Context: an optimization exercise on an open-source flow, tuned for small area and a short achievable clock period. The choices shown serve that exercise and are no tape-out recipe. Only simulation tests tie the RTL to the original design; equivalence was not proved. The flow treats the clock pin as an ideal source, which a real chip does not have. Power is estimated from default activity; no workload was simulated.

==> module game_logic, before the edit <==
module game_logic(
	input clock,
	input resetn,
	input button1,
	input button0,
	input [7:0]player_input,
	output reg [2:0] colour,
	output [9:0] x,
	output [8:0] y,
	output reg plot
);
	reg [8:0] xr;
	reg [7:0] yr;
	assign x = {1'b0, xr};
	assign y = {1'b0, yr};
	wire [9:0] debounced_input;
	wire debounced_resetn;
	genvar g;
	generate
		for (g = 0; g < 8; g = g + 1) begin : deb_col
			debouncer d(.clk(clock), .resetn(resetn), .noisy_signal(player_input[g]),
				.debounced_signal(debounced_input[g]));
		end
	endgenerate
	debouncer debounce_8(.clk(clock), .resetn(resetn), .noisy_signal(button1),
		.debounced_signal(debounced_input[8]));
	debouncer debounce_9(.clk(clock), .resetn(resetn), .noisy_signal(button0),
		.debounced_signal(debounced_input[9]));
	reset_debouncer debounce_reset(.clk(clock), .resetn(resetn),
		.debounced_signal(debounced_resetn));
	reg [2:0] height [0:7];
	reg [5:0] same [0:7];
	reg turn;
	reg win_flag;
	function above(input [2:0] h, input integer k);
		case (k)
			0: above = h[2] | h[1] | h[0];
			1: above = h[2] | h[1];
			2: above = h[2] | (h[1] & h[0]);
			3: above = h[2];
			4: above = h[2] & (h[1] | h[0]);
			default: above = h[2] & h[1];
		endcase
	endfunction
	function [2:0] inc(input [2:0] h);
		inc = {h[2] | (h[1] & h[0]), h[1] ^ h[0], ~h[0]};
	endfunction
	reg [5:0] mine [0:7];
	integer c, k, d;
	always @* begin
		for (c = 0; c < 8; c = c + 1)
			for (k = 0; k < 6; k = k + 1)
				mine[c][k] = above(height[c], k) & same[c][k];
	end
	reg line;
	always @* begin
		line = 1'b0;
		for (c = 0; c < 8; c = c + 1)
			for (k = 0; k < 6; k = k + 1) begin
				if (k < 3)
					line = line | (mine[c][k] & mine[c][k+1] & mine[c][k+2] & mine[c][k+3]);
				if (c < 5)
					line = line | (mine[c][k] & mine[c+1][k] & mine[c+2][k] & mine[c+3][k]);
				if (c < 5 && k < 3)
					line = line | (mine[c][k] & mine[c+1][k+1] & mine[c+2][k+2] & mine[c+3][k+3]);
				if (c < 5 && k > 2)
					line = line | (mine[c][k] & mine[c+1][k-1] & mine[c+2][k-2] & mine[c+3][k-3]);
			end
	end
	wire button_ok = turn ? debounced_input[8] : debounced_input[9];
	reg [7:0] place;
	always @* begin
		for (c = 0; c < 8; c = c + 1)
			place[c] = debounced_input[c] & ~(height[c][2] & height[c][1]) & button_ok;
	end
	wire any_place = |place;
	function mod5is(input [5:0] q, input integer r);
		integer n;
		begin
			mod5is = 1'b0;
			for (n = r; n < 46; n = n + 5)
				if (q == n) mod5is = 1'b1;
		end
	endfunction
	wire x_wrap = xr[8] & xr[6] & xr[5] & xr[3];    
	wire y_wrap = yr[7] & yr[6] & yr[5] & yr[4];    
	wire x_cell_end = (xr[2:0] == 3'd7) & mod5is(xr[8:3], 4);
	wire x_grid_end = (xr[2:0] == 3'd3) & mod5is(xr[8:3], 0);
	reg [7:0] col;       
	reg x_grid;
	reg [5:0] lvl;
	always @* begin
		for (k = 0; k < 6; k = k + 1)
			lvl[k] = (yr >= 40 * (5 - k)) && (yr < 40 * (6 - k));
	end
	wire y_grid = ~yr[2] & mod5is({1'b0, yr[7:3]}, 0);
	wire on_grid = x_grid | y_grid;
	reg cell_occ, cell_same;
	reg [2:0] hsel;
	reg [5:0] ssel;
	always @* begin
		hsel = 3'd0;
		ssel = 6'd0;
		for (c = 0; c < 8; c = c + 1) begin
			hsel = hsel | ({3{col[c]}} & height[c]);
			ssel = ssel | ({6{col[c]}} & same[c]);
		end
		cell_occ = 1'b0;
		cell_same = 1'b0;
		for (k = 0; k < 6; k = k + 1) begin
			cell_occ = cell_occ | (lvl[k] & above(hsel, k));
			cell_same = cell_same | (lvl[k] & ssel[k]);
		end
	end
	wire cell_own = cell_same ^ turn;
	always @(posedge clock) begin
		if (!debounced_resetn) begin
			xr <= 0;
			yr <= 0;
			colour <= 3'b000;
			plot <= 1'b0;
			col <= 8'd1;
			x_grid <= 1'b1;
			turn <= 1'b0;
			win_flag <= 1'b0;
			for (c = 0; c < 8; c = c + 1)
				height[c] <= 0;
		end else begin
			for (c = 0; c < 8; c = c + 1)
				if (place[c])
					height[c] <= inc(height[c]);
			if (any_place)
				turn <= ~turn;
			if (line)
				win_flag <= 1'b1;
			if (win_flag)
				colour <= turn ? 3'b100 : 3'b010;
			else if (on_grid)
				colour <= 3'b001;
			else if (cell_occ)
				colour <= cell_own ? 3'b010 : 3'b100;
			else
				colour <= 3'b111;
			if (x_wrap) begin
				xr <= 9'd0;
				col <= 8'd1;
				x_grid <= 1'b1;
				if (y_wrap)
					yr <= 8'd0;
				else
					yr <= yr + 8'd1;
			end else begin
				xr <= xr + 9'd1;
				if (x_cell_end) begin
					col <= col << 1;
					x_grid <= 1'b1;
				end else if (x_grid_end)
					x_grid <= 1'b0;
			end
			plot <= 1'b1;
		end
	end
	always @(posedge clock) begin
		for (c = 0; c < 8; c = c + 1)
			for (k = 0; k < 6; k = k + 1)
				same[c][k] <= ~above(height[c], k) | (same[c][k] ^ any_place);
	end
endmodule
Settings: LEC_CHECK=0, CAP_MARGIN=20, CORE_MARGIN=2, CORE_UTILIZATION=40, SLEW_MARGIN=20; clock period 8.0 ns.
standard.sh (not shown) runs the stock make flow with config.mk's settings and CLKGATE_MAP_FILE= SYNTH_SCRIPT=/design/flow/synth_recipe.tcl, a recipe that flattens the netlist after the stock synthesis.
==> flow/flow/run.sh <==
#!/bin/bash
# The standard layout, with these changes:
# - the port buffers that every input and output gets are buf_2 cells (ORFS
#   picks a slow delay cell otherwise, which its repair then leaves alone);
# - denser core (68 %) and larger clock-tree sink clusters (fewer leaf buffers);
# - after clock tree synthesis, flow/clock_top.tcl rebuilds the top of the
#   tree: the leaf buffers stay, everything above them is replaced by 4
#   buffers that the clock port drives directly, one per quarter of the core,
#   so every register's clock arrives earlier, all alike.
# The clock period, constraints and every other step are unchanged.
set -euo pipefail
MARGIN=${MARGIN:-5.7}
KNOBS="CORE_UTILIZATION=68 SETUP_SLACK_MARGIN=$MARGIN CTS_CLUSTER_SIZE=25 CTS_CLUSTER_DIAMETER=60"
PORTS="BUFFER_PORTS_ARGS=-buffer_cell sky130_fd_sc_hd__buf_2"
bash standard.sh $KNOBS "$PORTS" cts > standard_cts.log 2>&1
R=orfs/results/sky130hd/game_logic/base
ODB=$R/4_cts.odb ODB_OUT=$R/4_cts.odb openroad -no_init -exit flow/clock_top.tcl > clock_top.log 2>&1
bash standard.sh $KNOBS "$PORTS" finish > standard.log 2>&1
Other scripts of this flow, unchanged in this note and not shown: flow/flow/clock_top.tcl
Rerun with:
--- a/flow/design.v
+++ b/flow/design.v
@@ -85,13 +85,13 @@
 		endcase
 	endfunction
 	function [2:0] inc(input [2:0] h);
 		inc = {h[2] | (h[1] & h[0]), h[1] ^ h[0], ~h[0]};
 	endfunction
 	reg [5:0] mine [0:7];
-	integer c, k, d;
+	integer c, k;
 	always @* begin
 		for (c = 0; c < 8; c = c + 1)
 			for (k = 0; k < 6; k = k + 1)
 				mine[c][k] = above(height[c], k) & same[c][k];
 	end
 	reg line;
Area after synthesis stays the same.
Clock power is about the same.
Setup slack does not change.
Register-to-register slack is about the same.
Clock-buffer cell count is unchanged.

## separate check: timing with driven ports
The results above use ideal ports. As a check the final layouts listed here were re-extracted and re-timed, cells and wires unchanged. Step 1 assumes that a clkbuf_16 drives the clock port and a buf_2 every other input. Step 2 moves the port delays by t, midway between the first and last clock arrival at a register: inputs arrive t later, outputs are due t later. That takes back most of the time a late clock gives input paths. Three values: no drivers, after step 1, after step 2; two values: the first two.
run | shift t [ns] | slack for setup (ns) | hold slack, ns | worst setup path after step 2 | cell pins on the clock port's net
the first run | 0.381 | 5.620 / 5.529 / 5.639 | 0.379 / 0.379 / 0.379 | input to register | 4
the second run | 0.381 | 5.620 / 5.529 / 5.639 | 0.379 / 0.379 / 0.379 | input to register | 4
After both steps every run listed still meets setup and hold.
